This is an optimization exercise on Yosys and OpenROAD, whose aim is small area and a short achievable clock period, not a production implementation.
In this exercise RTL edits were held to simulation tests only and were not proved equivalent to the original.

== run 1 ==
==> flow/design.v (excerpt) <==
module PE#(
    parameter d_width = 32,
    parameter a_width = 8,
    parameter iact_size =  5,
    parameter kernel_size = 3
)
(
    input start,
    input clk, rst_n,
    input [d_width -1 : 0] weight,
    input [d_width -1 : 0] iact,
    output reg load_weight,
    output reg load_iact,
    output reg done,
    output reg [d_width -1 : 0] pe_out
);
    reg [4:0] cnt;
    wire [4:0] nc = (cnt == 5'd0) ? (start ? 5'd1 : 5'd0) :
                    (cnt == 5'd27) ? 5'd0 : cnt + 5'd1;
    always @(posedge clk or negedge rst_n)
        if (!rst_n) cnt <= 5'd0;
        else cnt <= nc;
    reg ld_i;    
    reg ld_w;    
    reg clr;     
    reg tap4;    
    reg hold;    
    reg outp;    
    always @(posedge clk or negedge rst_n)
        if (!rst_n) begin
            ld_i <= 1'b0; ld_w <= 1'b0; clr <= 1'b0; tap4 <= 1'b0; hold <= 1'b0; outp <= 1'b0;
        end else begin
            ld_i <= (nc >= 5'd1) && (nc <= 5'd5);
            ld_w <= (nc >= 5'd7) && (nc <= 5'd9);
            clr  <= (nc == 5'd9) || (nc == 5'd14) || (nc == 5'd18);
            tap4 <= (nc == 5'd14) || (nc == 5'd18) || (nc == 5'd19) || (nc == 5'd20);
            hold <= (nc == 5'd12);
            outp <= (nc == 5'd14) || (nc == 5'd18) || (nc == 5'd22);
        end
    reg [31:0] r0, r1, r2, r3, r4;
    reg [31:0] w0, w1, w2;
    always @(posedge clk) begin
        r0 <= r1; r1 <= r2; r2 <= r3; r3 <= r4; r4 <= ld_i ? iact : r0;
        w0 <= w1; w1 <= w2; w2 <= ld_w ? weight : w0;
    end
    wire [31:0] a = w0;
    wire [32:0] bx = {tap4 ? r0 : r2, 1'b0};
    reg [15:0] one, two, neg;
    integer k;
    always @(posedge clk)
        for (k = 0; k < 16; k = k + 1) begin
            one[k] <= ~hold & (bx[2*k+1] ^ bx[2*k]);
            two[k] <= ~hold & ((bx[2*k+2] & ~bx[2*k+1] & ~bx[2*k]) | (~bx[2*k+2] & bx[2*k+1] & bx[2*k]));
            neg[k] <= ~hold & bx[2*k+2] & ~(bx[2*k+1] & bx[2*k]);
        end
    reg [31:0] acc0_s, acc0_c;
    wire pp0_0 = ((one[0] & a[0]) | (two[0] & 1'b0)) ^ neg[0];
    wire pp0_1 = ((one[0] & a[1]) | (two[0] & a[0])) ^ neg[0];
    wire pp0_2 = ((one[0] & a[2]) | (two[0] & a[1])) ^ neg[0];
  ...
Settings: LEC_CHECK=0, CAP_MARGIN=20, CORE_MARGIN=2, CORE_UTILIZATION=60, CTS_BUF_LIST=sky130_fd_sc_hd__clkbuf_16, CTS_CLUSTER_DIAMETER=100, CTS_CLUSTER_SIZE=32, SLEW_MARGIN=20, BUFFER_PORTS_ARGS=-buffer_cell sky130_fd_sc_hd__buf_2, SETUP_SLACK_MARGIN=6.8, SETUP_MOVE_SEQUENCE=sizeup,swap; clock period 10.0 ns.
standard.sh (not shown) runs the stock make flow with config.mk's settings and CLKGATE_MAP_FILE= SYNTH_SCRIPT=/design/flow/synth_recipe.tcl, a recipe that flattens the netlist after the stock synthesis.
==> flow/flow/run.sh <==
#!/bin/bash
# Layout flow: the standard layout (standard.sh) with these changes:
#  - the port buffers are buf_2 cells instead of the cell buffer_ports picks;
#  - timing repair aims at 6.8 ns of setup slack at the 10 ns clock, and
#    may only resize cells and swap pins (no buffers, no cloning).
set -euo pipefail
cat >> config.mk <<'EOC'
export BUFFER_PORTS_ARGS = -buffer_cell sky130_fd_sc_hd__buf_2
export SETUP_SLACK_MARGIN = 6.8
export SETUP_MOVE_SEQUENCE = sizeup,swap
EOC
bash standard.sh > standard.log 2>&1
Run 1 finished every step from synthesis to the final layout, and the layout passed the timing, DRC and antenna checks.
#### Input delta (run 2 over run 1)
- CORE_UTILIZATION changed from 60 to 70
==> comparison <==
Run 2 vs run 1 — CTS buffer count dropped 1. Measured against each other, run 1 and run 2 differ in slew at the pin with the worst max-slew slack, the higher figure coming from run 1. Compared with run 1, in run 2 via count has increased; portion of the layout cell area used by non-clock buffers held.
Changes in run 3 relative to run 2:
- an added TNS_END_PERCENT of 30
- a change of SETUP_SLACK_MARGIN from 6.8 to 6.95
- a change of CORE_UTILIZATION from 70 to 60
==> flow/flow/run.sh <==
#!/bin/bash
# Layout flow: the standard layout (standard.sh) with these changes:
#  - the port buffers are buf_2 cells instead of the cell buffer_ports picks;
#  - timing repair aims at 6.95 ns of setup slack at the 10 ns clock, and
#    may only resize cells and swap pins (no buffers, no cloning).
set -euo pipefail
cat >> config.mk <<'EOC'
export BUFFER_PORTS_ARGS = -buffer_cell sky130_fd_sc_hd__buf_2
export SETUP_SLACK_MARGIN = 6.95
export SETUP_MOVE_SEQUENCE = sizeup,swap
EOC
bash standard.sh > standard.log 2>&1
### Flow results
Relative to run 2, run 3 improves highest attainable clock frequency.
Final cell area: run 3 above run 2
In run 3, the critical path depth came out 13 below the value in run 2.
Per the comparison of run 3 with run 2, wire length of the first global-routing pass up 0.89%, maximum number of pins on one net before global-route repair up 1.6%.
The inputs of run 4 differ from those of run 3 as listed below.
- SETUP_SLACK_MARGIN changed from 6.95 to 6.85
- TNS_END_PERCENT removed (was 30)
- SETUP_MOVE_SEQUENCE changed from sizeup,swap to sizeup,swap,buffer
==> flow/flow/run.sh <==
#!/bin/bash
# Layout flow: the standard layout (standard.sh) with these changes:
#  - the port buffers are buf_2 cells instead of the cell buffer_ports picks;
#  - timing repair aims at 6.85 ns of setup slack at the 10 ns clock, and
#    may resize cells, swap pins and add buffers (no cloning).
set -euo pipefail
cat >> config.mk <<'EOC'
export BUFFER_PORTS_ARGS = -buffer_cell sky130_fd_sc_hd__buf_2
export SETUP_SLACK_MARGIN = 6.85
export SETUP_MOVE_SEQUENCE = sizeup,swap,buffer
EOC
bash standard.sh > standard.log 2>&1
Results
Run 4 ends up with lower fmax than run 3 does. Diff run 3..run 4 | area of the core | unchanged. On run 4: total wire length is 1400 um higher than what run 3 gave. Changes observed in run 4 relative to run 3: fraction of standard cell area in multi-input logic shrank by 0.66 points. Compare run 3 and run 4 | critical path depth lower: run 3.
> inputs changed (run 4 -> run 5)
- SETUP_SLACK_MARGIN removed (was 6.85)
- SETUP_MOVE_SEQUENCE removed (was sizeup,swap,buffer)
- BUFFER_PORTS_ARGS removed (was -buffer_cell sky130_fd_sc_hd__buf_2)
==> flow/run.sh (new file) <==
#!/bin/bash
# synth_recipe.tcl (not shown) runs the flow's synth.tcl, then flattens the netlist and writes it again
# the make line also repeats each setting of config.mk as NAME=value (left out here)
make -C /OpenROAD-flow-scripts/flow DESIGN_CONFIG=/design/flow/config.mk WORK_HOME=/design/flow/orfs CLKGATE_MAP_FILE= SYNTH_SCRIPT=/design/flow/synth_recipe.tcl finish
removed: flow/flow/run.sh
removed: flow/standard.sh
Notes after the runs:
- Critical path endpoint: pe_out[30] -> run 5, acc0_s[29] -> run 4
- The wire length of run 5 was superior to that of run 4.
- Slew at the pin closest to its max-slew limit is lower on run 4
- Run 5 against run 4: total placed cells including tap cells closely matched the old numbers; mean number of vias per cell now sits at about the same level.
- Between run 4 and run 5, global-route usage decreased.


v17:
PE again, from the RTL that the note above started with.
// PE
module PE#(
    parameter d_width = 32,
    parameter a_width = 8,
    parameter iact_size =  5,
    parameter kernel_size = 3
)
(
    input start,
    input clk, rst_n,
    input [d_width -1 : 0] weight,
    input [d_width -1 : 0] iact,
    output reg load_weight,
    output reg load_iact,
    output reg done,
    output reg [d_width -1 : 0] pe_out
);
Settings: LEC_CHECK=0, CAP_MARGIN=20, CORE_MARGIN=2, CORE_UTILIZATION=60, CTS_BUF_LIST=sky130_fd_sc_hd__clkbuf_16, CTS_CLUSTER_DIAMETER=100, CTS_CLUSTER_SIZE=32, SLEW_MARGIN=20, TNS_END_PERCENT=10, BUFFER_PORTS_ARGS=-buffer_cell sky130_fd_sc_hd__buf_2, SETUP_SLACK_MARGIN=6.9, SETUP_MOVE_SEQUENCE=sizeup,swap; clock period 10.0 ns.
==> flow/flow/run.sh <==
#!/bin/bash
# Layout flow: the standard layout (standard.sh) with these changes:
#  - the port buffers are buf_2 cells instead of the cell buffer_ports picks;
#  - timing repair aims at 6.9 ns of setup slack at the 10 ns clock, and
#    may only resize cells and swap pins (no buffers, no cloning).
set -euo pipefail
cat >> config.mk <<'EOC'
export BUFFER_PORTS_ARGS = -buffer_cell sky130_fd_sc_hd__buf_2
export SETUP_SLACK_MARGIN = 6.9
export SETUP_MOVE_SEQUENCE = sizeup,swap
EOC
bash standard.sh > standard.log 2>&1
## Diff of input files: v49 against v17
# v17
export LEC_CHECK = 0
export CAP_MARGIN = 20
export CORE_MARGIN = 2
export CORE_UTILIZATION = 60
export CTS_BUF_LIST = sky130_fd_sc_hd__clkbuf_16
export CTS_CLUSTER_DIAMETER = 100
export CTS_CLUSTER_SIZE = 32
export SLEW_MARGIN = 20
export TNS_END_PERCENT = 10
export BUFFER_PORTS_ARGS = -buffer_cell sky130_fd_sc_hd__buf_2
export SETUP_SLACK_MARGIN = 6.9
export SETUP_MOVE_SEQUENCE = sizeup,swap
create_clock -name core_clock -period 10.0 [get_ports {clk}]
# v49
export LEC_CHECK = 0
export CAP_MARGIN = 20
export CORE_MARGIN = 2
export CORE_UTILIZATION = 60
export CTS_BUF_LIST = sky130_fd_sc_hd__clkbuf_16
export CTS_CLUSTER_DIAMETER = 100
export CTS_CLUSTER_SIZE = 32
export SLEW_MARGIN = 20
export BUFFER_PORTS_ARGS = -buffer_cell sky130_fd_sc_hd__buf_2
create_clock -name core_clock -period 10.0 [get_ports {clk}]
==> flow/flow/run.sh <==
#!/bin/bash
# Layout flow: the standard layout (standard.sh), with the port buffers
# made as buf_2 cells instead of the cell buffer_ports picks by default.
set -euo pipefail
cat >> config.mk <<'EOC'
export BUFFER_PORTS_ARGS = -buffer_cell sky130_fd_sc_hd__buf_2
EOC
bash standard.sh > standard.log 2>&1
### Flow results
On global-route usage over all layers, v49 and v17 are neck and neck. Number of top-level pins of v49 is on par with v17. As of v49, final weighted congestion in routability-driven placement had risen by a few percent compared to v17. When the final numbers for v49 and v17 were put side by side, the period utilization turned out to be smaller in v17. ~same worst hold slack in v49 and v17. On data required time at the worst endpoint, the higher figure sits with v49, not v17. v49: cell area after layout 590 um^2 below v17.
What v12 does differently from v49 at the input level:
# v49
export LEC_CHECK = 0
export CAP_MARGIN = 20
export CORE_MARGIN = 2
export CORE_UTILIZATION = 60
export CTS_BUF_LIST = sky130_fd_sc_hd__clkbuf_16
export CTS_CLUSTER_DIAMETER = 100
export CTS_CLUSTER_SIZE = 32
export SLEW_MARGIN = 20
export BUFFER_PORTS_ARGS = -buffer_cell sky130_fd_sc_hd__buf_2
create_clock -name core_clock -period 10.0 [get_ports {clk}]
# v12
export LEC_CHECK = 0
export CAP_MARGIN = 20
export CORE_MARGIN = 2
export CORE_UTILIZATION = 60
export CTS_BUF_LIST = sky130_fd_sc_hd__clkbuf_16
export CTS_CLUSTER_DIAMETER = 100
export CTS_CLUSTER_SIZE = 32
export SLEW_MARGIN = 20
export TNS_END_PERCENT = 20
export BUFFER_PORTS_ARGS = -buffer_cell sky130_fd_sc_hd__buf_2
export SETUP_SLACK_MARGIN = 6.9
export SETUP_MOVE_SEQUENCE = sizeup,swap
create_clock -name core_clock -period 10.0 [get_ports {clk}]
==> flow/flow/run.sh <==
#!/bin/bash
# Layout flow: the standard layout (standard.sh) with these changes:
#  - the port buffers are buf_2 cells instead of the cell buffer_ports picks;
#  - timing repair aims at 6.9 ns of setup slack at the 10 ns clock, and
#    may only resize cells and swap pins (no buffers, no cloning).
set -euo pipefail
cat >> config.mk <<'EOC'
export BUFFER_PORTS_ARGS = -buffer_cell sky130_fd_sc_hd__buf_2
export SETUP_SLACK_MARGIN = 6.9
export SETUP_MOVE_SEQUENCE = sizeup,swap
EOC
bash standard.sh > standard.log 2>&1
Findings:
Between v12 and v49, the post-route non-filler standard cell count does not differ in any meaningful way. v49 ended up with sky130_fd_sc_hd__dfxtp_1 as its standard cell with the maximum stage delay on the critical path; v12 ended up with sky130_fd_sc_hd__dfrtp_1. Changes observed in v12 relative to v49: placement-stage cell area went up about 0.3%; detailed router's first-iteration violation count has decreased. v12 completed every stage of the flow, and the final layout passed the timing, DRC and antenna checks. Comparing v49 against v12, there is no change at all in setup TNS after final layout.
The following lists how v20 was set up differently from v12:
# v12
export LEC_CHECK = 0
export CAP_MARGIN = 20
export CORE_MARGIN = 2
export CORE_UTILIZATION = 60
export CTS_BUF_LIST = sky130_fd_sc_hd__clkbuf_16
export CTS_CLUSTER_DIAMETER = 100
export CTS_CLUSTER_SIZE = 32
export SLEW_MARGIN = 20
export TNS_END_PERCENT = 20
export BUFFER_PORTS_ARGS = -buffer_cell sky130_fd_sc_hd__buf_2
export SETUP_SLACK_MARGIN = 6.9
export SETUP_MOVE_SEQUENCE = sizeup,swap
create_clock -name core_clock -period 10.0 [get_ports {clk}]
# v20
export LEC_CHECK = 0
export CAP_MARGIN = 20
export CORE_MARGIN = 2
export CORE_UTILIZATION = 65
export CTS_BUF_LIST = sky130_fd_sc_hd__clkbuf_16
export CTS_CLUSTER_DIAMETER = 100
export CTS_CLUSTER_SIZE = 32
export SLEW_MARGIN = 20
export TNS_END_PERCENT = 30
export BUFFER_PORTS_ARGS = -buffer_cell sky130_fd_sc_hd__buf_2
export SETUP_SLACK_MARGIN = 6.9
export SETUP_MOVE_SEQUENCE = sizeup,swap
create_clock -name core_clock -period 10.0 [get_ports {clk}]
Notes after the runs:
Diff v12 and v20: final period utilization higher in v20. Of v12 and v20, the lower global router's overall resource usage belongs to v12. Re synthesized cell count: no difference whatsoever between v12 and v20. The required time reported for the critical path endpoint on v20 is in line with that on v12. When v20 is set beside v12, its met3 track utilization from global routing turns out to be 1.1 points larger. First-iteration DRC count (v12 / v20): 0.860. Min cell count across v12 and v20: v20. There was hardly any difference in clock latency at the later pin of the worst-skew pair between v20 and v12. There was hardly any difference in clock-pin transition on the worst setup and hold timing paths between v12 and v20.
### v20 -> v1
# v20
export LEC_CHECK = 0
export CAP_MARGIN = 20
export CORE_MARGIN = 2
export CORE_UTILIZATION = 65
export CTS_BUF_LIST = sky130_fd_sc_hd__clkbuf_16
export CTS_CLUSTER_DIAMETER = 100
export CTS_CLUSTER_SIZE = 32
export SLEW_MARGIN = 20
export TNS_END_PERCENT = 30
export BUFFER_PORTS_ARGS = -buffer_cell sky130_fd_sc_hd__buf_2
export SETUP_SLACK_MARGIN = 6.9
export SETUP_MOVE_SEQUENCE = sizeup,swap
create_clock -name core_clock -period 10.0 [get_ports {clk}]
# v1
export LEC_CHECK = 0
export CAP_MARGIN = 20
export CORE_MARGIN = 2
export CORE_UTILIZATION = 55
export CTS_BUF_LIST = sky130_fd_sc_hd__clkbuf_16
export CTS_CLUSTER_DIAMETER = 100
export CTS_CLUSTER_SIZE = 32
export SLEW_MARGIN = 20
export BUFFER_PORTS_ARGS = -buffer_cell sky130_fd_sc_hd__buf_2
export SETUP_SLACK_MARGIN = 6.9
export SETUP_MOVE_SEQUENCE = sizeup,swap
create_clock -name core_clock -period 10.0 [get_ports {clk}]
## What came out
Delta (v1 minus v20): layout overhead on the synthesized area went up, global-route wire length before repair moved up, global routing usage summed across all routing layers now sits lower.
Compared with v20, v1 shows a higher transition at the pin with the smallest max-transition slack.
Looking at final critical path time including I/O delays and setup across both flows, v1 is the stronger of the two, with v20 trailing.
On v1: fraction of layout instances using a drive strength above 1 is 0.86 points higher than what v20 gave.
For v22, these inputs were changed with respect to v1:
# v1
export LEC_CHECK = 0
export CAP_MARGIN = 20
export CORE_MARGIN = 2
export CORE_UTILIZATION = 55
export CTS_BUF_LIST = sky130_fd_sc_hd__clkbuf_16
export CTS_CLUSTER_DIAMETER = 100
export CTS_CLUSTER_SIZE = 32
export SLEW_MARGIN = 20
export BUFFER_PORTS_ARGS = -buffer_cell sky130_fd_sc_hd__buf_2
export SETUP_SLACK_MARGIN = 6.9
export SETUP_MOVE_SEQUENCE = sizeup,swap
create_clock -name core_clock -period 10.0 [get_ports {clk}]
# v22
export LEC_CHECK = 0
export CAP_MARGIN = 20
export CORE_MARGIN = 2
export CORE_UTILIZATION = 60
export CTS_BUF_LIST = sky130_fd_sc_hd__clkbuf_16
export CTS_CLUSTER_DIAMETER = 100
export CTS_CLUSTER_SIZE = 32
export SLEW_MARGIN = 20
export TNS_END_PERCENT = 30
export BUFFER_PORTS_ARGS = -buffer_cell sky130_fd_sc_hd__buf_2
export SETUP_SLACK_MARGIN = 6.9
export SETUP_MOVE_SEQUENCE = sizeup,swap
create_clock -name core_clock -period 10.0 [get_ports {clk}]
Findings:
Comparing the two runs side by side, v22 comes out behind v1 on first-iteration DRC count. ~same maximum clock rate in v1 and v22. Summary of v22 over v1: final wirelength went down 1700 um; slack of the critical path held; die height went down 9.4 um.

-- port drivers added, routing unchanged --
Ports are ideal in the flow. The routed layouts listed here were re-timed in OpenROAD. Step 1 (the two cells are an assumption about what drives the block):
set clk [get_ports {clk}]
set_driving_cell -lib_cell sky130_fd_sc_hd__clkbuf_16 $clk
set_driving_cell -lib_cell sky130_fd_sc_hd__buf_2 [delete_from_list [all_inputs] $clk]
Step 2 times the ports against the registers' clock, not the clock port: input delays grow and output delays shrink by t, the midpoint of the rising clock arrivals with the driver on. Three values: no drivers, after step 1, after step 2; two values: the first two.
| run | t, ns | setup WS [ns] | worst setup path at the end |
|---|---|---|---|
| run 1 | 0.625 | 6.828 / 6.819 / 6.696 | input to register |
| run 2 | 0.608 | 6.806 / 6.806 / 6.770 | input to register |
| run 3 | 0.623 | 6.843 / 6.786 / 6.727 | input to register |
| run 4 | 0.623 | 6.774 / 6.774 / 6.772 | input to register |
| run 5 | 0.618 | 6.310 / 6.310 / 6.310 | register to register |
| v17 | 0.615 | 6.859 / 6.800 / 6.823 | input to register |
| v49 | 0.627 | 6.337 / 6.337 / 6.337 | register to register |
| v12 | 0.615 | 6.858 / 6.799 / 6.826 | input to register |
| v20 | 0.611 | 6.810 / 6.753 / 6.670 | input to register |
| v1 | 0.622 | 6.854 / 6.792 / 6.465 | input to register |
| v22 | 0.617 | 6.857 / 6.798 / 6.826 | input to register |
After both steps every run listed still meets setup and hold. For v1, which loses most, drivers alone change the setup slack by -0.062 ns; drivers and shift together by -0.389 ns.
